From an optimization exercise on the open Yosys and OpenROAD flow, aimed at small area and few clock cycles; shortcuts taken in it are not production practice. Function was checked by simulation only, so behaviour that the tests miss may differ from the original. The clock cells of runs 4 to 6 come from the design's own scripts or RTL, not from TritonCTS. The clock input has no modelled driver; a real chip could not lean on it and would need a root buffer or a full tree. Power is estimated from default activity; no workload was simulated.

`design/flow/flow/run.sh`:
```
#!/bin/bash
# Standard ORFS layout with these changes after the (unchanged) standard
# synthesis: pins placed by flow/pins.tcl on a tall, narrow die; ports are
# buffered with the smallest buffer; CTS inserts no dummy loads and uses
# small clock buffers.
set -uo pipefail
bash standard.sh synth > synth.log 2>&1 || exit 1
export PRE_IO_PLACEMENT_TCL="$PWD/flow/pins.tcl"
export BUFFER_PORTS_ARGS="-buffer_cell sky130_fd_sc_hd__buf_1"
export CTS_ARGS="-sink_clustering_enable -repair_clock_nets -dont_use_dummy_load -buf_list {sky130_fd_sc_hd__clkbuf_4 sky130_fd_sc_hd__clkbuf_8 sky130_fd_sc_hd__clkbuf_16}"
bash standard.sh finish > layout.log 2>&1 || exit 1
```
`design/flow/flow/pins.tcl`:
```
# Pin placement for a tall, narrow die (sourced just before place_pins).
# Left edge: readReq_data[i] and datain[i] next to each other, so each
# datain register sits between its two pins. Right edge: the pass-through
# pins dataout[i]/writeReq_data[i] and address[i]/writeReq_addr[i]/
# readReq_addr[i] next to each other (place_pins has no cell to pull such
# pins together), with clk and readAck in the middle of the right edge so
# the clock tree and the readAck fan-out start at the centre of the
# registers. Pins are 0.8 x 0.3 um met3 shapes on every second met3 track,
# as place_pins makes them; place_pins places the remaining pins.
set block [ord::get_db_block]
set die [$block getDieArea]
set dbu [$block getDefUnits]
set W [expr {double([$die xMax]) / $dbu}]
set pitch 0.68
set off 0.34
set first 4
proc put_pin {name x y} {
  place_pin -pin_name $name -layer met3 -location [list $x $y] -pin_size {0.8 0.3}
}
set k $first
for {set i 0} {$i < 512} {incr i} {
  put_pin "readReq_data\[$i\]" 0.4 [expr {$off + $pitch * $k}]
  incr k 2
  put_pin "datain\[$i\]" 0.4 [expr {$off + $pitch * $k}]
  incr k 2
}
set right {}
for {set i 0} {$i < 512} {incr i} {
  lappend right "dataout\[$i\]" "writeReq_data\[$i\]"
}
for {set i 0} {$i < 32} {incr i} {
  lappend right "writeReq_addr\[$i\]" "address\[$i\]" "readReq_addr\[$i\]"
}
# the middle of the left-edge data pins
set mid [expr {$first + 1024}]
set k $first
set n 0
foreach p $right {
  if {$n == 512} {
    # skip the middle slots, leaving room for clk and readAck
    put_pin clk [expr {$W - 0.4}] [expr {$off + $pitch * ($mid - 4)}]
    put_pin readAck [expr {$W - 0.4}] [expr {$off + $pitch * ($mid + 4)}]
    set k [expr {$mid + 8}]
  }
  put_pin $p [expr {$W - 0.4}] [expr {$off + $pitch * $k}]
  incr k 2
  incr n
}
```
`design/flow/standard.sh`:
```
#!/bin/bash
# synth_recipe.tcl (not shown) runs the flow's synth.tcl, then flattens the netlist and writes it again
# the make line also repeats each setting of config.mk as NAME=value (left out here)
make -C /OpenROAD-flow-scripts/flow DESIGN_CONFIG=/design/flow/config.mk WORK_HOME=/design/flow/orfs CLKGATE_MAP_FILE= SYNTH_SCRIPT=/design/flow/synth_recipe.tcl "${@:-finish}"
```
`design/flow/config.mk`:
```
export PLATFORM = sky130hd
export DESIGN_NAME = bus_bridge_512
export DESIGN_NICKNAME = bus_bridge_512
export VERILOG_FILES = /design/flow/design.v
export SDC_FILE = /design/flow/constraint.sdc
export NUM_CORES = 4
export LEC_CHECK = 0
export CAP_MARGIN = 20
export CORE_AREA = 2 2 78 1538
export CTS_BUF_LIST = sky130_fd_sc_hd__clkbuf_2 sky130_fd_sc_hd__clkbuf_4 sky130_fd_sc_hd__clkbuf_8
export DIE_AREA = 0 0 80 1540
export SLEW_MARGIN = 20
export SYNTH_MEMORY_MAX_BITS = 8192
```
`design/flow/constraint.sdc`:
```
create_clock -name core_clock -period 5.0 [get_ports {clk}]
set_input_delay 1.0000 -clock core_clock [delete_from_list [all_inputs] [get_ports {clk}]]
set_output_delay 1.0000 -clock core_clock [all_outputs]
set_load 0.01 [all_outputs]
```
`design/flow/design.v`:
```
`timescale 1ns / 1ps
`timescale 1ns / 1ps
module bus_bridge
    #(
         parameter DATA_WIDTH = 32,
         parameter ADDR_WIDTH = 32
    )
    (
        input clk,
        input rst_n,
        output rsp_empty_n,
        output rsp_full_n,
        input req_write,
        input req_din,
        input rsp_read,
        input [ADDR_WIDTH-1:0] address,
        input [31:0] size,
        input [DATA_WIDTH-1:0] dataout,
        output reg [DATA_WIDTH-1:0] datain,
        output writeReq,
        output [DATA_WIDTH-1:0] writeReq_data,
        output [ADDR_WIDTH-1:0] writeReq_addr,
        input writeAck,
        output readReq,
        output [ADDR_WIDTH-1:0] readReq_addr,
        input readAck,
        input [DATA_WIDTH-1:0] readReq_data
    );
    reg busy;
    always @(posedge clk) begin
        if ( ~rst_n )
            busy <= 1'b0;
        else if ( req_write )
            busy <= 1'b1;
        else if ( writeAck | readAck )
            busy <= 1'b0;
    end
    always @(posedge clk) begin
        if ( readAck )
            datain <= readReq_data;
    end
    assign rsp_full_n  = ~busy;
    assign rsp_empty_n = ~busy;
    assign writeReq      = req_write & req_din;
    assign readReq       = req_write & ~req_din;
    assign writeReq_addr = address;
    assign readReq_addr  = address;
    assign writeReq_data = dataout;
endmodule
`timescale 1ns / 1ps
module bus_bridge_512 (
    input clk,
    input rst_n,
    output rsp_empty_n,
    output rsp_full_n,
    input req_write,
    input req_din,
    input rsp_read,
    input [31:0] address,
    input [31:0] size,
    input [511:0] dataout,
    output [511:0] datain,
    output writeReq,
    output [511:0] writeReq_data,
    output [31:0] writeReq_addr,
    input writeAck,
    output readReq,
    output [31:0] readReq_addr,
    input readAck,
    input [511:0] readReq_data
);
    bus_bridge #(
         .DATA_WIDTH ( 512 ),
         .ADDR_WIDTH ( 32 )
    )
    bus_bridge_U (
        .clk (clk),
        .rst_n (rst_n),
        .rsp_empty_n (rsp_empty_n),
        .rsp_full_n (rsp_full_n),
        .req_write (req_write),
        .req_din (req_din),
        .rsp_read (rsp_read),
        .address (address),
        .size (size),
        .dataout (dataout),
        .datain (datain),
        .writeReq (writeReq),
        .writeReq_data (writeReq_data),
        .writeReq_addr (writeReq_addr),
        .writeAck (writeAck),
        .readReq (readReq),
        .readReq_addr (readReq_addr),
        .readAck (readAck),
        .readReq_data (readReq_data)
    );
endmodule
```
==> impl_metrics.env, run 1 <==
export IMPL_synthDistinctLibCells=8
export IMPL_cts_hold_buf=0
export IMPL_cts_resized=0
export IMPL_synth_top_area_frac=0.778
export IMPL_numCtsBuffers=22
export IMPL_gp_congestion=0.592
export IMPL_syn_area_um2=19800
export IMPL_placed_cells=3002
export IMPL_postSynthAreaPerCell_um2=18.0
export IMPL_async_reset_ff_frac=0
export IMPL_initial_core_util=0.171
export IMPL_chipHeight_um=1540
export IMPL_io_pins=41
export IMPL_ys_seq_area_frac=0.779
export IMPL_clock_path_buffers=3
export IMPL_place_port_buffers=1033
export IMPL_ys_ff_latch=513
export IMPL_netlist_instances=1096
export IMPL_yosysTopAreaCell="edfxtp_1"
export IMPL_hpwl_um=23400
export IMPL_synth_commonest_cells="buf_4, edfxtp_1, nand2_1"
export IMPL_synthFlopType="edfxtp_1"
export IMPL_stop_error="[ERROR GRT-0080] Invalid pin placement."
export IMPL_status="aborted with a tool error"
export IMPL_synth_area_top_cells="edfxtp_1, buf_4, dfxtp_1"
export IMPL_yosysMostFrequentCell="buf_4"
export IMPL_cts_sinks=513
export IMPL_lastStage="global routing"
export IMPL_yosys_warnings=1
export IMPL_synthesis_nets=2191
export IMPL_synth_edff_count=512
export IMPL_rows=564
export IMPL_post_cts_buffers=0
export IMPL_clockRootBuffer="clkbuf_16"
export IMPL_dieWidth_um=80
export IMPL_cts_htree_levels=1
## power by group through the flow
| stage | clock network, mW | logic (mW) | registers (mW) |
|---|---|---|---|
| floorplan | 0 | 0.478 | 5.48 |
| CTS | 2.56 | 0.689 | 5.19 |
| detailed placement | 0 | 0.689 | 5.28 |
| global placement | 0 | 0.691 | 5.27 |
## metrics by stage
stage	setup WS [ps]	utilization	cell area (um2)
4_1_cts	2230	0.190	21900
3_5_place_dp	2240	0.185	21400
3_3_place_gp	2240	0.185	21400
2_1_floorplan	2800	-	19800
## kinds of logic after synthesis
kind of cell           share of synthesized area
DFF                                        0.779
and+or+nand+nor                          0.00101
AOI/OAI and AO/OA                       0.000633
buffers and inverters                      0.219
## how the worst max path moves through the flow
stage | end | slack [ps] | cells after the start
floorplan | readReq | 2800 | 1
global placement | writeReq | 2240 | 4
detailed placement | writeReq | 2240 | 4
CTS | writeReq | 2230 | 4
Testbench counts, summed over its fixed seeds: cycles 17,662.
==> run 2: changes to the inputs <==
==> design/flow/flow/run.sh (replaced) <==
#!/bin/bash
# Standard ORFS layout with these changes after the (unchanged) standard
# synthesis: pins placed by flow/pins.tcl on a tall, narrow die; ports are
# buffered with the smallest buffer; CTS inserts no dummy loads and uses
# small clock buffers.
set -uo pipefail
bash standard.sh synth > synth.log 2>&1 || exit 1
export PRE_IO_PLACEMENT_TCL="$PWD/flow/pins.tcl"
export PRE_CTS_TCL="$PWD/flow/cts_pre.tcl"
export BUFFER_PORTS_ARGS="-buffer_cell sky130_fd_sc_hd__buf_1"
export CTS_ARGS="-sink_clustering_enable -repair_clock_nets -dont_use_dummy_load -sink_clustering_size 12 -sink_clustering_max_diameter 40 -buf_list {sky130_fd_sc_hd__clkbuf_4 sky130_fd_sc_hd__clkbuf_8 sky130_fd_sc_hd__clkbuf_16}"
bash standard.sh finish > layout.log 2>&1 || exit 1
==> design/flow/flow/cts_pre.tcl (new file) <==
set_max_transition 0.100 -clock_path [all_clocks]
--- a/design/flow/flow/pins.tcl
+++ b/design/flow/flow/pins.tcl
@@ -31,16 +31,14 @@
 for {set i 0} {$i < 32} {incr i} {
   lappend right "writeReq_addr\[$i\]" "address\[$i\]" "readReq_addr\[$i\]"
 }
-# the middle of the left-edge data pins
-set mid [expr {$first + 1024}]
 set k $first
 set n 0
 foreach p $right {
   if {$n == 512} {
     # skip the middle slots, leaving room for clk and readAck
-    put_pin clk [expr {$W - 0.4}] [expr {$off + $pitch * ($mid - 4)}]
-    put_pin readAck [expr {$W - 0.4}] [expr {$off + $pitch * ($mid + 4)}]
-    set k [expr {$mid + 8}]
+    put_pin clk [expr {$W - 0.4}] [expr {$off + $pitch * ($k + 2)}]
+    put_pin readAck [expr {$W - 0.4}] [expr {$off + $pitch * ($k + 6)}]
+    incr k 10
   }
   put_pin $p [expr {$W - 0.4}] [expr {$off + $pitch * $k}]
   incr k 2
==> run 2 against run 1 <==
Area after synthesis unchanged. The run now finishes clean. Synthesized cell count unchanged.
==> impl_metrics.env, run 2 <==
export IMPL_cp_top_family="buffers and inverters"
export IMPL_synthFlopType="edfxtp_1"
export IMPL_dr_wl_met2_um=15500
export IMPL_cts_tree="built"
export IMPL_cts_hold_buf=0
export IMPL_power_frac_comb=0.072
export IMPL_synthesis_nets=2191
export IMPL_antenna_cells=0
export IMPL_synth_commonest_cells="buf_4, edfxtp_1, nand2_1"
export IMPL_drt_first_pass_iters=4
export IMPL_numCtsBuffers=48
export IMPL_first_iter_violations=191
export IMPL_crit_path_end="writeReq"
export IMPL_reg2reg_to="bus_bridge_U.busy$_SDFFE_PN0P_"
export IMPL_worst_r2r_cell_count=2
export IMPL_grt_ovfl_total=0
export IMPL_cp_start_kind="primary input"
export IMPL_synthDistinctLibCells=8
export IMPL_crit_cells=4
export IMPL_tightest_slew_ps=649
export IMPL_wl_met1_um=10800
export IMPL_wl_um=37700
export IMPL_final_cell_mix="buf_1, edfxtp_1, clkbuf_16"
export IMPL_p_seq_frac=0.550
export IMPL_skew_ps=0
export IMPL_hpwl_um=23700
export IMPL_crit_type="primary input to output pin"
export IMPL_critPathMaxFanout=3
export IMPL_setup_tns_ps=0
export IMPL_post_cts_buffers=0
export IMPL_powerDensity_nw_per_um2=418
export IMPL_rsz0062_at_grt="no"
export IMPL_fin_crit_ps=2650
export IMPL_viasPerCell=3.02
export IMPL_drive_gt1_frac=0.0520
export IMPL_worst_path_max_delay_cell="buf_4"
export IMPL_rows=564
export IMPL_hp_start="readReq_data[278]"
export IMPL_cp_end_kind="output pin"
export IMPL_ir_drop_mv=0.602
export IMPL_vias=9201
export IMPL_synth_edff_count=512
export IMPL_top_layer_used="met4"
export IMPL_min_period_over_period=0.530
export IMPL_ys_ff_latch=513
export IMPL_synth_area_top_cells="edfxtp_1, buf_4, dfxtp_1"
export IMPL_die_area_um2=123000
export IMPL_p_int_mw=7.03
export IMPL_r2r_setup_slack_ps=4360
export IMPL_clockPowerShare=0.378
export IMPL_netlist_instances=1096
export IMPL_regMostFlops="bus_bridge_U.datain"
export IMPL_status="no timing/DRC/antenna violations"
export IMPL_reg2reg_from="bus_bridge_U.busy$_SDFFE_PN0P_"
export IMPL_cts_resized=0
export IMPL_grt_use_total=0.0594
export IMPL_antenna_found_initial=0
export IMPL_drc_errors=0
export IMPL_fillers=12700
export IMPL_max_freq_mhz=377
export IMPL_wl_per_cell_um=12.4
export IMPL_yosys_warnings=1
export IMPL_syn_area_um2=19800
export IMPL_cts_sinks=513
export IMPL_largest_register_ffs=512
export IMPL_swShare=0.256
export IMPL_cap_violations=0
export IMPL_yosysTopAreaCell="edfxtp_1"
export IMPL_seq_area_um2=15400
export IMPL_p_sw_mw=2.41
export IMPL_async_reset_ff_frac=0
export IMPL_postSynthAreaPerCell_um2=18.0
export IMPL_io_pins=41
export IMPL_cp_slowest_stage_delay_ps=230
export IMPL_ys_seq_area_frac=0.779
export IMPL_synth_top_area_frac=0.778
export IMPL_final_common_cell="buf_1"
export IMPL_ant_nets=0
export IMPL_wl_met3_um=8970
export IMPL_post_route_util=0.195
export IMPL_leakagePower_nw=7.03
export IMPL_grt_pass1_wl_um=54300
export IMPL_stdcell_area_um2=22600
export IMPL_insertion_delay_ps=690
export IMPL_final_nets=2731
export IMPL_gp_congestion=0.596
export IMPL_grt_pass1_vias=10800
export IMPL_yosysMostFrequentCell="buf_4"
export IMPL_cp_startpoint="req_write"
export IMPL_critPathArrivalTime_ps=1650
export IMPL_dpl_instance_area_um2=21400
export IMPL_chipHeight_um=1540
export IMPL_place_port_buffers=1033
export IMPL_syn2layout_area_growth_pct=14.3
export IMPL_dieWidth_um=80
export IMPL_finalHoldViolCount=0
export IMPL_grt_max_degree=119
export IMPL_clk_pin_slew_worst_paths_ps=100
export IMPL_cp_num_buf_inv=3
export IMPL_worstPathCellList="buf_1, buf_4, and2_1, buf_4"
export IMPL_hp_class="primary input to flop"
export IMPL_finalMaxSlewViolations=0
export IMPL_initial_core_util=0.171
export IMPL_critPathRequiredTime_ps=4000
export IMPL_maxSlewHeadroom=0.568
export IMPL_setup_viol_count_final=0
export IMPL_top_regs="bus_bridge_U.datain x512, bus_bridge_U.busy x1"
export IMPL_cp_common_cell="buf_4"
export IMPL_multi_input_area_um2=32.5
export IMPL_coreArea_um2=116000
-- run 2: logic make-up after synthesis --
kind of cell / Yosys count / synth area share
buf+inv: 578 / 0.219
flops: 513 / 0.779
simple gates: 4 / 0.00101
compound gates: 1 / 0.000633
-- run 2: metrics by stage --
step / setup slack (ps) / power (mW) / cells / hold slack, ps
finish: 2350 / 9.44 / 3049 / 456
detailed placement: 2230 / 5.97 / 3001 / 469
floorplan: 2800 / 5.96 / 1096 / 446
global route: 2250 / 9.76 / 3049 / 436
global placement: 2220 / 5.96 / 3001 / 458
CTS: 2220 / 9.72 / 3049 / 346
-- run 2: power by group through the flow --
stage	Clock, mW	Sequential (mW)	Combinational [mW]
floorplan	0	5.48	0.478
finish	3.57	5.19	0.677
detailed placement	0	5.28	0.689
CTS	3.84	5.20	0.690
global placement	0	5.27	0.690
global route	3.78	5.23	0.752
-- run 2: how the worst min path moves through the flow --
stage | end | slack (ps) | cells past startpoint
finish | bus_bridge_U.datain[278]$_DFFE_PP_ | 460 | 1
global route | bus_bridge_U.datain[278]$_DFFE_PP_ | 440 | 1
CTS | bus_bridge_U.datain[278]$_DFFE_PP_ | 350 | 1
detailed placement | bus_bridge_U.busy$_SDFFE_PN0P_ | 470 | 2
global placement | bus_bridge_U.busy$_SDFFE_PN0P_ | 460 | 2
floorplan | bus_bridge_U.busy$_SDFFE_PN0P_ | 450 | 2
-- run 2: area by class of cell --
| class | count | share of cell area |
|---|---|---|
| Clock buffer | 48 | 0.0532 |
| Sequential cell | 513 | 0.682 |
| Tap cell | 1415 | 0.0784 |
| Multi-Input combinational cell | 5 | 0.00144 |
| Inverter | 1 | 0.000166 |
| Timing Repair Buffer | 1067 | 0.185 |
-- run 2: routing by layer --
layer,up-vias,global-route usage
met4,0,0.0522
met5,-,0
met3,58,0.0404
met2,1091,0.0882
met1,3747,0.0514
li1,4305,-
==> run 3: changes to the inputs <==
==> design/flow/flow/run.sh (replaced) <==
#!/bin/bash
# Standard ORFS layout with these changes after the (unchanged) standard
# synthesis: pins placed by flow/pins.tcl on a tall, narrow die; ports are
# buffered with the smallest buffer; the clock tree is built by
# flow/my_cts.tcl (a balanced three-level buffer tree) instead of TritonCTS.
set -uo pipefail
bash standard.sh synth > synth.log 2>&1 || exit 1
export PRE_IO_PLACEMENT_TCL="$PWD/flow/pins.tcl"
export PRE_CTS_TCL="$PWD/flow/my_cts.tcl"
export BUFFER_PORTS_ARGS="-buffer_cell sky130_fd_sc_hd__buf_1"
bash standard.sh finish > layout.log 2>&1 || exit 1
==> design/flow/flow/my_cts.tcl (new file) <==
# A simple clock tree: split the clock sinks in two along the longer side of
# their bounding box, recursively, down to groups of at most LEAF_SIZE sinks;
# each group gets a buffer at the centre of what it drives, so the tree is a
# balanced binary tree with every sink at the same depth.
proc mycts_centroid {pts} {
  set sx 0; set sy 0
  foreach p $pts { set sx [expr {$sx + [lindex $p 0]}]; set sy [expr {$sy + [lindex $p 1]}] }
  set n [llength $pts]
  return [list [expr {$sx / $n}] [expr {$sy / $n}]]
}
# sinks: list of {x y iterm}; fanouts: how many parts each level splits into,
# from the top; masters: the buffer cell of each level, from the top, one
# more than fanouts (the last is the leaf buffer). Returns {x y input-iterm}
# of the subtree's buffer.
proc mycts_build {sinks fanouts masters level} {
  global mycts
  set block [ord::get_db_block]
  set master [lindex $masters 0]
  if {[llength $fanouts] == 0} {
    set children $sinks
  } else {
    set k [lindex $fanouts 0]
    set xs [lmap s $sinks {lindex $s 0}]
    set ys [lmap s $sinks {lindex $s 1}]
    set dx [expr {[tcl::mathfunc::max {*}$xs] - [tcl::mathfunc::min {*}$xs]}]
    set dy [expr {[tcl::mathfunc::max {*}$ys] - [tcl::mathfunc::min {*}$ys]}]
    set idx [expr {$dx > $dy ? 0 : 1}]
    set sorted [lsort -real -index $idx $sinks]
    set n [llength $sorted]
    set children {}
    for {set j 0} {$j < $k} {incr j} {
      set lo [expr {($n * $j) / $k}]
      set hi [expr {($n * ($j + 1)) / $k - 1}]
      if {$hi < $lo} { continue }
      lappend children [mycts_build [lrange $sorted $lo $hi] [lrange $fanouts 1 end] [lrange $masters 1 end] [expr {$level + 1}]]
    }
  }
  set c [mycts_centroid $children]
  set i [incr mycts(count)]
  set inst [odb::dbInst_create $block [$mycts(db) findMaster $master] "clkbuf_my_${level}_$i"]
  set net [odb::dbNet_create $block "clknet_my_${level}_$i"]
  $net setSigType CLOCK
  foreach ch $children { [lindex $ch 2] connect $net }
  set dbu [$block getDefUnits]
  $inst setLocation [expr {int([lindex $c 0] * $dbu)}] [expr {int([lindex $c 1] * $dbu)}]
  $inst setPlacementStatus PLACED
  [$inst findITerm X] connect $net
  return [list [lindex $c 0] [lindex $c 1] [$inst findITerm A]]
}
proc my_clock_tree {args} {
  global mycts
  set mycts(db) [ord::get_db]
  set block [ord::get_db_block]
  set dbu [$block getDefUnits]
  set clk_net [$block findNet $mycts(clk_net)]
  set sinks {}
  foreach it [$clk_net getITerms] {
    if {[$it isInputSignal] || [[$it getMTerm] getSigType] eq "CLOCK" || [$it isClocked]} {
      set xy [$it getAvgXY]
      if {[lindex $xy 0] == 0} { set loc [[$it getInst] getLocation]; set xy [list 1 [lindex $loc 0] [lindex $loc 1]] }
      lappend sinks [list [expr {double([lindex $xy 1]) / $dbu}] [expr {double([lindex $xy 2]) / $dbu}] $it]
    }
  }
  puts "my_clock_tree: [llength $sinks] sinks on $mycts(clk_net)"
  foreach s $sinks { [lindex $s 2] disconnect }
  set mycts(count) 0
  set root [mycts_build $sinks $mycts(fanouts) $mycts(masters) 0]
  [lindex $root 2] connect $clk_net
  puts "my_clock_tree: $mycts(count) buffers"
  set_propagated_clock [all_clocks]
}

# Used in place of TritonCTS: flow/run.sh sources this file before CTS, and
# the CTS step's call to clock_tree_synthesis then builds this tree instead.
# Four branches from the root, each splitting into eight leaf buffers of 16
# registers each: every register sits three buffers below the clock port.
set mycts(clk_net) clk
set mycts(fanouts) {4 8}
set mycts(masters) {sky130_fd_sc_hd__clkbuf_16 sky130_fd_sc_hd__clkbuf_16 sky130_fd_sc_hd__clkbuf_8}
rename clock_tree_synthesis orfs_clock_tree_synthesis
proc clock_tree_synthesis {args} { my_clock_tree }
removed: design/flow/flow/cts_pre.tcl
==> run 3 against run 2 <==
The flow now stops in clock tree synthesis. Synthesized cell count unchanged. Area after synthesis unchanged.
==> impl_metrics.env, run 3 <==
export IMPL_place_port_buffers=1033
export IMPL_initial_core_util=0.171
export IMPL_chipHeight_um=1540
export IMPL_yosysMostFrequentCell="buf_4"
export IMPL_ys_seq_area_frac=0.779
export IMPL_lastStage="clock tree synthesis"
export IMPL_async_reset_ff_frac=0
export IMPL_status="aborted with a tool error"
export IMPL_synth_edff_count=512
export IMPL_rows=564
export IMPL_synthFlopType="edfxtp_1"
export IMPL_yosys_warnings=1
export IMPL_synthesis_nets=2191
export IMPL_hpwl_um=23700
export IMPL_synth_area_top_cells="edfxtp_1, buf_4, dfxtp_1"
export IMPL_placed_cells=3001
export IMPL_synth_commonest_cells="buf_4, edfxtp_1, nand2_1"
export IMPL_synthDistinctLibCells=8
export IMPL_stop_error="Error: cts.tcl, 36 can't read \"mycts(clk_net)\": no such element in array"
export IMPL_yosysTopAreaCell="edfxtp_1"
export IMPL_postSynthAreaPerCell_um2=18.0
export IMPL_ys_ff_latch=513
export IMPL_dieWidth_um=80
export IMPL_synth_top_area_frac=0.778
export IMPL_io_pins=41
export IMPL_syn_area_um2=19800
export IMPL_gp_congestion=0.596
export IMPL_netlist_instances=1096
## run 3: power by group through the flow
stage                     registers (mW)  logic [mW]  clock network, mW
after detailed placement            5.28       0.689                  0
after floorplan                     5.48       0.478                  0
after global placement              5.27       0.690                  0
## run 3: how the worst min path moves through the flow
stage	slack (ps)	to
after floorplan	450	bus_bridge_U.busy$_SDFFE_PN0P_
after global placement	460	bus_bridge_U.busy$_SDFFE_PN0P_
after detailed placement	470	bus_bridge_U.busy$_SDFFE_PN0P_
## run 3: through the flow
stage	cell area (um2)	setup slack [ps]	utilization
2_1_floorplan	19800	2800	-
3_5_place_dp	21400	2230	0.185
3_3_place_gp	21400	2220	0.185
## run 3: logic make-up after synthesis
| family | Yosys count | synth area share |
|---|---|---|
| flip-flops | 513 | 0.779 |
| buffers and inverters | 578 | 0.219 |
| AO/OA/AOI/OAI | 1 | 0.000633 |
| AND/OR/NAND/NOR | 4 | 0.00101 |
==> run 4: changes to the inputs <==
--- a/design/flow/flow/my_cts.tcl
+++ b/design/flow/flow/my_cts.tcl
@@ -74,8 +74,8 @@
 # the CTS step's call to clock_tree_synthesis then builds this tree instead.
 # Four branches from the root, each splitting into eight leaf buffers of 16
 # registers each: every register sits three buffers below the clock port.
-set mycts(clk_net) clk
-set mycts(fanouts) {4 8}
-set mycts(masters) {sky130_fd_sc_hd__clkbuf_16 sky130_fd_sc_hd__clkbuf_16 sky130_fd_sc_hd__clkbuf_8}
+set ::mycts(clk_net) clk
+set ::mycts(fanouts) {4 8}
+set ::mycts(masters) {sky130_fd_sc_hd__clkbuf_16 sky130_fd_sc_hd__clkbuf_16 sky130_fd_sc_hd__clkbuf_8}
 rename clock_tree_synthesis orfs_clock_tree_synthesis
 proc clock_tree_synthesis {args} { my_clock_tree }
==> run 4 against run 3 <==
The run now finishes clean. Area after synthesis is the same. Synthesized cell count did not move.
==> impl_metrics.env, run 4 <==
export IMPL_netlist_instances=1096
export IMPL_setup_viol_count_final=0
export IMPL_crit_type="primary input to output pin"
export IMPL_timing_hold_ws_ps=481
export IMPL_drc_errors=0
export IMPL_postSynthAreaPerCell_um2=18.0
export IMPL_power_frac_comb=0.086
export IMPL_grt_ovfl_total=0
export IMPL_multi_input_area_um2=32.5
export IMPL_ant_nets=0
export IMPL_cp_slowest_stage_delay_ps=230
export IMPL_hp_start="bus_bridge_U.busy$_SDFFE_PN0P_"
export IMPL_grt_pass1_vias=10200
export IMPL_top_regs="bus_bridge_U.datain x512, bus_bridge_U.busy x1"
export IMPL_seq_area_um2=15400
export IMPL_synth_commonest_cells="buf_4, edfxtp_1, nand2_1"
export IMPL_ir_drop_mv=0.575
export IMPL_reg2reg_from="bus_bridge_U.busy$_SDFFE_PN0P_"
export IMPL_yosysMostFrequentCell="buf_4"
export IMPL_cp_common_cell="buf_4"
export IMPL_reg2reg_to="bus_bridge_U.busy$_SDFFE_PN0P_"
export IMPL_critPathRequiredTime_ps=4000
export IMPL_tightest_slew_ps=654
export IMPL_hp_class="flop to flop"
export IMPL_drive_gt1_frac=0.0456
export IMPL_dieWidth_um=80
export IMPL_ys_ff_latch=513
export IMPL_grt_pass1_wl_um=46400
export IMPL_crit_cells=4
export IMPL_placed_cells=3001
export IMPL_first_iter_violations=160
export IMPL_syn_area_um2=19800
export IMPL_wl_um=31800
export IMPL_cp_start_kind="primary input"
export IMPL_finalMaxSlewViolations=0
export IMPL_regMostFlops="bus_bridge_U.datain"
export IMPL_synth_top_area_frac=0.778
export IMPL_grt_use_total=0.0464
export IMPL_die_area_um2=123000
export IMPL_async_reset_ff_frac=0
export IMPL_worst_path_max_delay_cell="buf_4"
export IMPL_place_port_buffers=1033
export IMPL_finalHoldViolCount=0
export IMPL_initial_core_util=0.171
export IMPL_p_sw_mw=1.78
export IMPL_coreArea_um2=116000
export IMPL_yosys_warnings=1
export IMPL_ys_seq_area_frac=0.779
export IMPL_setup_tns_ps=0
export IMPL_maxSlewHeadroom=0.564
export IMPL_cts_hold_buf=0
export IMPL_grt_max_degree=119
export IMPL_synthesis_nets=2191
export IMPL_synthFlopType="edfxtp_1"
export IMPL_cp_top_family="buffers and inverters"
export IMPL_io_pins=41
export IMPL_chipHeight_um=1540
export IMPL_cap_violations=0
export IMPL_syn2layout_area_growth_pct=11.0
export IMPL_hold_path_depth=2
export IMPL_antenna_cells=0
export IMPL_worstPathCellList="buf_1, buf_4, and2_1, buf_4"
export IMPL_powerDensity_nw_per_um2=359
export IMPL_yosysTopAreaCell="edfxtp_1"
export IMPL_viasPerCell=3.00
export IMPL_skew_ps=0
export IMPL_p_int_mw=6.10
export IMPL_wl_per_cell_um=10.5
export IMPL_hpwl_um=23700
export IMPL_critPathArrivalTime_ps=1650
export IMPL_status="no timing/DRC/antenna violations"
export IMPL_max_freq_mhz=377
export IMPL_finalNonFillerCells=3038
export IMPL_rsz0062_at_grt="no"
export IMPL_stdcell_area_um2=21900
export IMPL_gp_congestion=0.596
export IMPL_post_route_util=0.190
export IMPL_vias=9102
export IMPL_leakagePower_nw=6.73
export IMPL_final_common_cell="buf_1"
export IMPL_clk_pin_slew_worst_paths_ps=100
export IMPL_rows=564
export IMPL_synth_edff_count=512
export IMPL_post_cts_buffers=0
export IMPL_final_cell_mix="buf_1, edfxtp_1, clkbuf_8, buf_4, clkbuf_16"
export IMPL_drt_first_pass_iters=4
export IMPL_synthDistinctLibCells=8
export IMPL_holdPathEnd="bus_bridge_U.busy$_SDFFE_PN0P_"
export IMPL_antenna_found_initial=0
export IMPL_fin_crit_ps=2650
export IMPL_largest_register_ffs=512
export IMPL_swShare=0.226
export IMPL_p_seq_frac=0.659
export IMPL_final_nets=2720
export IMPL_cp_end_kind="output pin"
export IMPL_cts_resized=0
export IMPL_cp_num_buf_inv=3
export IMPL_dpl_instance_area_um2=21400
export IMPL_insertion_delay_ps=650
export IMPL_fillers=12800
export IMPL_worst_r2r_cell_count=2
export IMPL_r2r_setup_slack_ps=4360
export IMPL_clockPowerShare=0.256
export IMPL_min_period_over_period=0.530
export IMPL_critPathMaxFanout=3
export IMPL_synth_area_top_cells="edfxtp_1, buf_4, dfxtp_1"
-- run 4: cell counts after synthesis --
No cell type changed its count.
-- run 4: worst reg2reg max path: stages (launching register included) --
cell and delay (ps):
dfxtp_1 350, nand2_1 60, o31ai_2 160
-- run 4: final cells by class --
type / instances / area share
Inverter: 1 / 0.000171
Multi-Input combinational cell: 5 / 0.00148
Tap cell: 1415 / 0.0807
Buffer: 37 / 0.0258
Sequential cell: 513 / 0.702
Timing Repair Buffer: 1067 / 0.190
-- run 4: power by group through the flow --
stage                     sequential (mW)  clock [mW]  combinational [mW]
after global placement               5.27           0               0.690
after global routing                 5.22        2.19               0.752
after CTS                            5.19        2.16               0.689
final                                5.19        2.01               0.674
after floorplan                      5.48           0               0.478
after detailed placement             5.28           0               0.689
-- run 4: how the worst max path moves through the flow --
| stage | start | endpoint |
|---|---|---|
| global placement | req_write | writeReq |
| global route | req_write | readReq |
| floorplan | req_write | readReq |
| finish | req_write | writeReq |
| CTS | req_write | writeReq |
| detailed placement | req_write | writeReq |
-- run 4: cells by family after synthesis --
family,share of synthesized area
AOI/OAI and AO/OA,0.000633
buffers and inverters,0.219
DFF,0.779
and+or+nand+nor,0.00101
-- run 4: metrics by stage --
stage / worst slack (ps) / total power [mW]
final: 2350 / 7.87
after global routing: 2250 / 8.17
after CTS: 2220 / 8.04
after detailed placement: 2230 / 5.97
after global placement: 2220 / 5.96
after floorplan: 2800 / 5.96
-- run 4: per-layer routing --
layer | wire length (um) | track usage | vias up
met3 | 9330 | 0.0406 | 54
met2 | 9720 | 0.0557 | 1085
li1 | - | - | 4284
met5 | 0 | 0 | -
met4 | 2220 | 0.0337 | 0
met1 | 10500 | 0.0508 | 3679
==> run 5: changes to the inputs <==
==> design/flow/flow/run.sh (replaced) <==
#!/bin/bash
# Standard ORFS layout with these changes after the (unchanged) standard
# synthesis: pins placed by flow/pins.tcl on a tall, narrow die; ports are
# buffered with the smallest buffer; readAck's fan-out gets the buffer tree
# of flow/resize_hook.tcl; the clock tree is built by flow/cts_hook.tcl
# instead of TritonCTS.
set -uo pipefail
bash standard.sh synth > synth.log 2>&1 || exit 1
export PRE_IO_PLACEMENT_TCL="$PWD/flow/pins.tcl"
export PRE_RESIZE_TCL="$PWD/flow/resize_hook.tcl"
export PRE_CTS_TCL="$PWD/flow/cts_hook.tcl"
export BUFFER_PORTS_ARGS="-buffer_cell sky130_fd_sc_hd__buf_1"
bash standard.sh finish > layout.log 2>&1 || exit 1
==> design/flow/flow/cts_hook.tcl (new file) <==
# Sourced before CTS (PRE_CTS_TCL): the CTS step's call to
# clock_tree_synthesis builds the tree of tree.tcl instead of running
# TritonCTS. The root buffer, at the centre of the registers, drives 32 leaf
# buffers of about 16 registers each.
source [file join [file dirname [info script]] tree.tcl]
set ::mycts(clk_net) clk
set ::mycts(fanouts) {32}
set ::mycts(masters) {sky130_fd_sc_hd__clkbuf_16 sky130_fd_sc_hd__clkbuf_8}
rename clock_tree_synthesis orfs_clock_tree_synthesis
proc clock_tree_synthesis {args} { my_clock_tree }
==> design/flow/flow/resize_hook.tcl (new file) <==
# Sourced before the post-placement repair (PRE_RESIZE_TCL): replace the
# buffers the timing-driven placer put on readAck's fan-out (512 enable pins
# and the state logic) with a small three-level tree; repair_design then
# fixes anything left over.
source [file join [file dirname [info script]] tree.tcl]
set block [ord::get_db_block]
set ack_buf ""
foreach it [[[$block findBTerm readAck] getNet] getITerms] {
  if {[$it isInputSignal]} { set ack_buf [[$it getInst] getName] }
}
my_unbuffer $ack_buf
my_fanout_tree $ack_buf {4 4} {sky130_fd_sc_hd__buf_4 sky130_fd_sc_hd__buf_2 sky130_fd_sc_hd__buf_2} ack
==> design/flow/flow/tree.tcl (new file) <==
# Buffer trees for the clock and for the readAck fan-out. The loads are split
# into equal parts along the longer side of their bounding box, level by
# level (mycts_build); each part gets a buffer at the centre of what it
# drives, so every load sits at the same depth below the root.
proc mycts_centroid {pts} {
  set sx 0; set sy 0
  foreach p $pts { set sx [expr {$sx + [lindex $p 0]}]; set sy [expr {$sy + [lindex $p 1]}] }
  set n [llength $pts]
  return [list [expr {$sx / $n}] [expr {$sy / $n}]]
}
# sinks: list of {x y iterm}; fanouts: how many parts each level splits into,
# from the top; masters: the buffer cell of each level, from the top, one
# more than fanouts (the last is the leaf buffer). Returns {x y input-iterm}
# of the subtree's buffer.
proc mycts_build {sinks fanouts masters level} {
  global mycts
  set block [ord::get_db_block]
  set master [lindex $masters 0]
  if {[llength $fanouts] == 0} {
    set children $sinks
  } else {
    set k [lindex $fanouts 0]
    set xs [lmap s $sinks {lindex $s 0}]
    set ys [lmap s $sinks {lindex $s 1}]
    set dx [expr {[tcl::mathfunc::max {*}$xs] - [tcl::mathfunc::min {*}$xs]}]
    set dy [expr {[tcl::mathfunc::max {*}$ys] - [tcl::mathfunc::min {*}$ys]}]
    set idx [expr {$dx > $dy ? 0 : 1}]
    set sorted [lsort -real -index $idx $sinks]
    set n [llength $sorted]
    set children {}
    for {set j 0} {$j < $k} {incr j} {
      set lo [expr {($n * $j) / $k}]
      set hi [expr {($n * ($j + 1)) / $k - 1}]
      if {$hi < $lo} { continue }
      lappend children [mycts_build [lrange $sorted $lo $hi] [lrange $fanouts 1 end] [lrange $masters 1 end] [expr {$level + 1}]]
    }
  }
  set c [mycts_centroid $children]
  set i [incr mycts(count)]
  set inst [odb::dbInst_create $block [$mycts(db) findMaster $master] "$mycts(prefix)buf_${level}_$i"]
  set net [odb::dbNet_create $block "$mycts(prefix)net_${level}_$i"]
  $net setSigType $mycts(sigtype)
  foreach ch $children { [lindex $ch 2] connect $net }
  set dbu [$block getDefUnits]
  $inst setLocation [expr {int([lindex $c 0] * $dbu)}] [expr {int([lindex $c 1] * $dbu)}]
  $inst setPlacementStatus PLACED
  [$inst findITerm X] connect $net
  return [list [lindex $c 0] [lindex $c 1] [$inst findITerm A]]
}
proc my_clock_tree {args} {
  global mycts
  set mycts(db) [ord::get_db]
  set block [ord::get_db_block]
  set dbu [$block getDefUnits]
  set clk_net [$block findNet $mycts(clk_net)]
  set sinks {}
  foreach it [$clk_net getITerms] {
    if {[$it isInputSignal] || [[$it getMTerm] getSigType] eq "CLOCK" || [$it isClocked]} {
      set xy [$it getAvgXY]
      if {[lindex $xy 0] == 0} { set loc [[$it getInst] getLocation]; set xy [list 1 [lindex $loc 0] [lindex $loc 1]] }
      lappend sinks [list [expr {double([lindex $xy 1]) / $dbu}] [expr {double([lindex $xy 2]) / $dbu}] $it]
    }
  }
  puts "my_clock_tree: [llength $sinks] sinks on $mycts(clk_net)"
  foreach s $sinks { [lindex $s 2] disconnect }
  set mycts(count) 0
  set mycts(prefix) clk
  set mycts(sigtype) CLOCK
  set root [mycts_build $sinks $mycts(fanouts) $mycts(masters) 0]
  [lindex $root 2] connect $clk_net
  puts "my_clock_tree: $mycts(count) buffers"
  set_propagated_clock [all_clocks]
}

# The same tree for the fan-out of a signal net: every load of the net
# driven by the output of the instance drv_inst moves below the tree.
proc my_fanout_tree {drv_inst fanouts masters prefix} {
  global mycts
  set mycts(db) [ord::get_db]
  set block [ord::get_db_block]
  set dbu [$block getDefUnits]
  set drv [$block findInst $drv_inst]
  set net [[$drv findITerm X] getNet]
  set sinks {}
  foreach it [$net getITerms] {
    if {[$it isOutputSignal]} { continue }
    set xy [$it getAvgXY]
    lappend sinks [list [expr {double([lindex $xy 1]) / $dbu}] [expr {double([lindex $xy 2]) / $dbu}] $it]
  }
  puts "my_fanout_tree: [llength $sinks] loads on [$net getName]"
  foreach s $sinks { [lindex $s 2] disconnect }
  set mycts(count) 0
  set mycts(prefix) $prefix
  set mycts(sigtype) SIGNAL
  set root [mycts_build $sinks $fanouts $masters 0]
  [lindex $root 2] connect $net
  puts "my_fanout_tree: $mycts(count) buffers"
}


# Remove the buffers hanging below the output net of instance drv_inst (the
# placer's timing repair adds them), so that every load is on that net again.
proc my_unbuffer {drv_inst} {
  set block [ord::get_db_block]
  set top [[[$block findInst $drv_inst] findITerm X] getNet]
  set removed 0
  set again 1
  while {$again} {
    set again 0
    foreach it [$top getITerms] {
      if {[$it isOutputSignal]} { continue }
      set inst [$it getInst]
      if {![regexp {^sky130_fd_sc_hd__(buf|clkbuf)_[0-9]+$} [[$inst getMaster] getName]]} { continue }
      set out [[$inst findITerm X] getNet]
      if {[$out getBTerms] ne ""} { continue }
      set loads {}
      foreach it2 [$out getITerms] { if {![$it2 isOutputSignal]} { lappend loads $it2 } }
      foreach it2 $loads { $it2 disconnect; $it2 connect $top }
      $it disconnect
      odb::dbInst_destroy $inst
      odb::dbNet_destroy $out
      incr removed
      set again 1
      break
    }
  }
  puts "my_unbuffer: removed $removed buffers below [$top getName]"
}
removed: design/flow/flow/my_cts.tcl
==> run 5 against run 4 <==
Die area stayed put. Sequential share of layout area up 0.87 points. First-iteration DRC count is 10% higher. Design area down 1.2%. Maximum frequency increased by 0.84%. Combinational power decreased by 2%. Sequential power about the same. Critical endpoint unchanged. Largest cell class unchanged.
==> impl_metrics.env, run 5 <==
export IMPL_status="no timing/DRC/antenna violations"
export IMPL_leakagePower_nw=6.60
export IMPL_reg2reg_to="bus_bridge_U.busy$_SDFFE_PN0P_"
export IMPL_clk_pin_slew_worst_paths_ps=100
export IMPL_p_seq_frac=0.683
export IMPL_hp_class="flop to flop"
export IMPL_fin_crit_ps=2630
export IMPL_cp_end_kind="output pin"
export IMPL_hpwl_um=24600
export IMPL_antenna_cells=0
export IMPL_rsz0062_at_grt="no"
export IMPL_synth_top_area_frac=0.778
export IMPL_drt_first_pass_iters=4
export IMPL_cp_slowest_stage_delay_ps=230
export IMPL_synth_edff_count=512
export IMPL_power_frac_comb=0.087
export IMPL_worstPathCellList="buf_1, buf_4, and2_1, buf_4"
export IMPL_final_nets=2705
export IMPL_swShare=0.220
export IMPL_drc_errors=0
export IMPL_regMostFlops="bus_bridge_U.datain"
export IMPL_chipHeight_um=1540
export IMPL_critPathArrivalTime_ps=1630
export IMPL_yosysTopAreaCell="edfxtp_1"
export IMPL_ys_seq_area_frac=0.779
export IMPL_initial_core_util=0.171
export IMPL_synthFlopType="edfxtp_1"
export IMPL_cts_hold_buf=0
export IMPL_muxShareOfSynthArea=0
export IMPL_top_regs="bus_bridge_U.datain x512, bus_bridge_U.busy x1"
export IMPL_cts_resized=0
export IMPL_p_int_mw=5.93
export IMPL_finalMaxSlewViolations=0
export IMPL_worst_r2r_cell_count=2
export IMPL_synthDistinctLibCells=8
export IMPL_setup_viol_count_final=0
export IMPL_dieWidth_um=80
export IMPL_async_reset_ff_frac=0
export IMPL_wl_per_cell_um=10.6
export IMPL_r2r_setup_slack_ps=4350
export IMPL_synth_area_top_cells="edfxtp_1, buf_4, dfxtp_1"
export IMPL_dpl_instance_area_um2=21200
export IMPL_netlist_instances=1096
export IMPL_cp_start_kind="primary input"
export IMPL_syn2layout_area_growth_pct=9.67
export IMPL_grt_max_degree=34
export IMPL_synthXorXnorAreaFrac=0
export IMPL_viasPerCell=2.97
export IMPL_hold_path_depth=2
export IMPL_rows=564
export IMPL_ant_nets=0
export IMPL_gp_congestion=0.596
export IMPL_finalNonFillerCells=3023
export IMPL_first_iter_violations=176
export IMPL_postSynthAreaPerCell_um2=18.0
export IMPL_hp_start="bus_bridge_U.busy$_SDFFE_PN0P_"
export IMPL_final_cell_mix="buf_1, edfxtp_1, clkbuf_8"
export IMPL_cp_top_family="buffers and inverters"
export IMPL_antenna_found_initial=0
export IMPL_synth_compound_area_frac=0.000633
export IMPL_syn_area_um2=19800
export IMPL_place_port_buffers=1033
export IMPL_vias=8975
export IMPL_maxSlewHeadroom=0.540
export IMPL_ys_ff_latch=513
export IMPL_crit_type="primary input to output pin"
export IMPL_largest_register_ffs=512
export IMPL_tightest_slew_ps=690
export IMPL_synth_commonest_cells="buf_4, edfxtp_1, nand2_1"
export IMPL_powerDensity_nw_per_um2=350
export IMPL_synth_fa_ha_area_frac=0
export IMPL_max_freq_mhz=380
export IMPL_p_sw_mw=1.67
export IMPL_cap_violations=0
export IMPL_coreArea_um2=116000
export IMPL_reg2reg_from="bus_bridge_U.busy$_SDFFE_PN0P_"
export IMPL_critPathMaxFanout=3
export IMPL_grt_pass1_vias=9928
export IMPL_yosysMostFrequentCell="buf_4"
export IMPL_post_cts_buffers=0
export IMPL_holdPathEnd="bus_bridge_U.busy$_SDFFE_PN0P_"
export IMPL_wl_um=31900
export IMPL_worst_path_max_delay_cell="buf_4"
export IMPL_grt_pass1_wl_um=46200
export IMPL_insertion_delay_ps=590
export IMPL_grt_use_total=0.0465
export IMPL_stdcell_area_um2=21700
export IMPL_finalHoldViolCount=0
export IMPL_critPathRequiredTime_ps=4000
export IMPL_cp_num_buf_inv=3
export IMPL_post_route_util=0.187
export IMPL_p_total_mw=7.60
export IMPL_synthesis_nets=2191
export IMPL_placed_cells=2990
export IMPL_synthSimpleGateAreaFrac=0.00101
export IMPL_yosys_warnings=1
export IMPL_drive_gt1_frac=0.0367
export IMPL_die_area_um2=123000
export IMPL_io_pins=41
export IMPL_synth_top_family_by_area="buffers and inverters"
export IMPL_grt_ovfl_total=0
export IMPL_min_period_over_period=0.526
export IMPL_final_common_cell="buf_1"
export IMPL_ir_drop_mv=0.778
export IMPL_skew_ps=0
export IMPL_setup_tns_ps=0
export IMPL_cp_common_cell="buf_4"
export IMPL_fillers=12800
export IMPL_clockPowerShare=0.230
[run 5: stage by stage]
stage	hold WS, ps	setup slack, ps
2_1_floorplan	446	2800
3_3_place_gp	458	2220
3_5_place_dp	472	2050
4_1_cts	465	2220
5_1_grt	514	2270
6_report	483	2370
[run 5: area by class of cell]
cell class	instances	area (um2)	share of cell area
Timing Repair Buffer	1035	3900	0.180
Buffer	54	573	0.0264
Tap cell	1415	1770	0.0817
Multi-Input combinational cell	5	32.5	0.00150
Inverter	1	3.75	0.000173
Sequential cell	513	15400	0.710
[run 5: worst max-delay path by stage]
| stage | startpoint | end | cells after the start |
|---|---|---|---|
| final | req_write | writeReq | 4 |
| after global routing | req_write | writeReq | 4 |
| after CTS | req_write | writeReq | 4 |
| after detailed placement | readAck | bus_bridge_U.datain[511]$_DFFE_PP_ | 4 |
| after global placement | req_write | writeReq | 4 |
| after floorplan | req_write | readReq | 1 |
[run 5: cell families after synthesis]
kind of cell / Yosys count
buffers and inverters: 578
AOI/OAI and AO/OA: 1
and+or+nand+nor: 4
DFF: 513
[run 5: routing by layer]
| layer | track usage | routed length (um) |
|---|---|---|
| met5 | 0 | 0 |
| met4 | 0.0238 | 1360 |
| met3 | 0.0393 | 9110 |
| met2 | 0.0615 | 10800 |
| met1 | 0.0512 | 10700 |
[run 5: power groups by stage]
stage,sequential (mW),combinational [mW],clock (mW)
CTS,5.19,0.679,1.85
floorplan,5.48,0.478,0
finish,5.19,0.661,1.75
global route,5.23,0.739,1.92
detailed placement,5.28,0.681,0
global placement,5.27,0.690,0
[run 5: tightest hold or removal path, delay by kind of cell (launching register included)]
kind / cells / cell delay (ps)
flip-flops: 1 / 330
AO/OA/AOI/OAI: 1 / 50
AND/OR/NAND/NOR: 1 / 70
==> run 6: changes to the inputs <==
==> design/flow/flow/cts_hook.tcl (replaced) <==
# Sourced before CTS (PRE_CTS_TCL): the CTS step's call to
# clock_tree_synthesis builds the tree of tree.tcl instead of running
# TritonCTS. The root buffer, at the centre of the registers, drives 48 leaf
# buffers of about 11 registers each.
source [file join [file dirname [info script]] tree.tcl]
set ::mycts(clk_net) clk
set ::mycts(fanouts) {48}
set ::mycts(masters) {sky130_fd_sc_hd__clkbuf_16 sky130_fd_sc_hd__clkbuf_4}
rename clock_tree_synthesis orfs_clock_tree_synthesis
proc clock_tree_synthesis {args} { my_clock_tree }
==> run 6 against run 5 <==
Total power fell by 1.9%. Via count rose by 1.4%. Utilization fell by 0.069 points. Critical path type unchanged. Critical endpoint unchanged.
==> impl_metrics.env, run 6 <==
export IMPL_p_int_mw=5.80
export IMPL_critPathMaxFanout=3
export IMPL_clockPowerShare=0.215
export IMPL_chipHeight_um=1540
export IMPL_syn2layout_area_growth_pct=9.27
export IMPL_top_layer_used="met4"
export IMPL_drt_first_pass_iters=4
export IMPL_finalHoldViolCount=0
export IMPL_drive_gt1_frac=0.0462
export IMPL_ys_seq_area_frac=0.779
export IMPL_final_nets=2721
export IMPL_crit_type="primary input to output pin"
export IMPL_dr_wl_met2_um=10700
export IMPL_critPathRequiredTime_ps=4000
export IMPL_cts_resized=0
export IMPL_synth_area_top_cells="edfxtp_1, buf_4, dfxtp_1"
export IMPL_critPathArrivalTime_ps=1630
export IMPL_fillers=12800
export IMPL_wl_met3_um=9080
export IMPL_rows=564
export IMPL_syn_area_um2=19800
export IMPL_synthFlopType="edfxtp_1"
export IMPL_max_freq_mhz=380
export IMPL_p_sw_mw=1.65
export IMPL_first_iter_violations=184
export IMPL_synth_top_area_frac=0.778
export IMPL_grt_ovfl_total=0
export IMPL_antenna_cells=0
export IMPL_largest_register_ffs=512
export IMPL_grt_pass1_wl_um=46200
export IMPL_ir_drop_mv=0.750
export IMPL_synthDistinctLibCells=8
export IMPL_synthesis_nets=2191
export IMPL_grt_pass1_vias=10000
export IMPL_async_reset_ff_frac=0
export IMPL_antenna_found_initial=0
export IMPL_setup_tns_ps=0
export IMPL_finalMaxSlewViolations=0
export IMPL_cts_hold_buf=0
export IMPL_finalWorstSetupSlack_ps=2370
export IMPL_initial_core_util=0.171
export IMPL_top_regs="bus_bridge_U.datain x512, bus_bridge_U.busy x1"
export IMPL_insertion_delay_ps=590
export IMPL_cp_end_kind="output pin"
export IMPL_synth_edff_count=512
export IMPL_final_common_cell="buf_1"
export IMPL_fin_crit_ps=2630
export IMPL_gp_congestion=0.596
export IMPL_final_cell_mix="buf_1, edfxtp_1, clkbuf_4"
export IMPL_grt_use_total=0.0464
export IMPL_powerDensity_nw_per_um2=345
export IMPL_wl_per_cell_um=10.5
export IMPL_yosysTopAreaCell="edfxtp_1"
export IMPL_wl_met1_um=10700
export IMPL_status="no timing/DRC/antenna violations"
export IMPL_cap_violations=0
export IMPL_rsz0062_at_grt="no"
export IMPL_coreArea_um2=116000
export IMPL_place_port_buffers=1033
export IMPL_yosys_warnings=1
export IMPL_dieWidth_um=80
export IMPL_timing_hold_ws_ps=484
export IMPL_regMostFlops="bus_bridge_U.datain"
export IMPL_clk_pin_slew_worst_paths_ps=100
export IMPL_swShare=0.222
export IMPL_ys_ff_latch=513
export IMPL_netlist_instances=1096
export IMPL_yosysMostFrequentCell="buf_4"
export IMPL_synth_commonest_cells="buf_4, edfxtp_1, nand2_1"
export IMPL_hp_class="flop to flop"
export IMPL_maxSlewHeadroom=0.541
export IMPL_min_period_over_period=0.526
export IMPL_power_frac_comb=0.089
export IMPL_post_cts_buffers=0
export IMPL_hpwl_um=24600
export IMPL_io_pins=41
export IMPL_tightest_slew_ps=689
export IMPL_p_seq_frac=0.696
export IMPL_place_ws_ps=2050
export IMPL_skew_ps=0
export IMPL_grt_max_degree=49
export IMPL_cp_start_kind="primary input"
export IMPL_viasPerCell=2.99
export IMPL_drc_errors=0
export IMPL_postSynthAreaPerCell_um2=18.0
export IMPL_die_area_um2=123000
export IMPL_ant_nets=0
export IMPL_vias=9099
export IMPL_leakagePower_nw=6.59
export IMPL_wl_um=31800
export IMPL_r2r_setup_slack_ps=4350
export IMPL_setup_viol_count_final=0
-- run 6: power by group through the flow --
stage                     clock network [mW]  registers [mW]  logic [mW]
after floorplan                            0            5.48       0.478
after global placement                     0            5.27       0.690
after detailed placement                   0            5.28       0.681
after CTS                               1.70            5.19       0.679
after global routing                    1.79            5.23       0.739
final                                   1.60            5.19       0.661
-- run 6: layer usage --
metal | global-route usage | vias up
met3 | 0.0392 | 55
met2 | 0.0605 | 1090
met4 | 0.0240 | 0
li1 | - | 4306
met1 | 0.0520 | 3648
met5 | 0 | -
-- run 6: stage by stage --
stage	area [um2]	total power, mW	cells	utilization
after floorplan	19800	5.96	1096	-
after global placement	21400	5.96	3001	0.185
after detailed placement	21200	5.96	2990	0.183
after CTS	21600	7.57	3039	0.187
after global routing	21600	7.76	3039	0.187
final	21600	7.45	3039	0.187
-- run 6: layout make-up --
class	instances	area, um2	area share
Buffer	70	493	0.0228
Multi-Input combinational cell	5	32.5	0.00151
Timing Repair Buffer	1035	3900	0.181
Inverter	1	3.75	0.000174
Sequential cell	513	15400	0.713
Tap cell	1415	1770	0.0820
-- run 6: critical path, stage by stage --
cell and delay, ps:
buf_1 70, buf_4 230, and2_1 160, buf_4 130
-- run 6: kinds of logic (layout without fill, tap and decap cells) --
kind of cell,Yosys count,in the layout,synth area share
compound gates,1,1,0.000633
buf+inv,578,1106,0.219
flops,513,513,0.779
simple gates,4,4,0.00101
-- run 6: worst paths after layout --
| path | cells past startpoint | end | from |
|---|---|---|---|
| worst min-delay path | 2 | bus_bridge_U.busy$_SDFFE_PN0P_ | bus_bridge_U.busy$_SDFFE_PN0P_ |
| worst max-delay path | 4 | writeReq | req_write |
| worst min register to register | 2 | bus_bridge_U.busy$_SDFFE_PN0P_ | bus_bridge_U.busy$_SDFFE_PN0P_ |
| worst max register to register | 2 | bus_bridge_U.busy$_SDFFE_PN0P_ | bus_bridge_U.busy$_SDFFE_PN0P_ |

static timing again, ports no longer ideal:
In the flow no input, the clock included, has a driving cell. The finished layouts below were timed again as built, in two steps.
Step 1 sets driving cells, clkbuf_16 on the clock port and buf_2 on the other inputs (assumed; they add their load-dependent delay and slew).
Step 2 also shifts input and output timing later by t, the mid clock arrival at the registers, as if the neighbouring blocks saw the same clock.
Slacks: ideal ports / drivers / drivers and shift; pairs: ideal ports / drivers.
run	t (ns)	setup slack, ns	hold slack, ns
run 2	0.699	2.349 / 2.323 / 2.294	0.456 / 0.456 / 0.478
run 4	0.678	2.349 / 2.323 / 2.323	0.481 / 0.481 / 0.481
run 5	0.617	2.371 / 2.347 / 2.217	0.483 / 0.483 / 0.483
run 6	0.621	2.371 / 2.347 / 2.218	0.484 / 0.484 / 0.484
After both steps setup and hold are still met in every run listed. The setup slack of run 5, which loses most, moves by -0.024 ns with the drivers and by -0.154 ns with both steps.
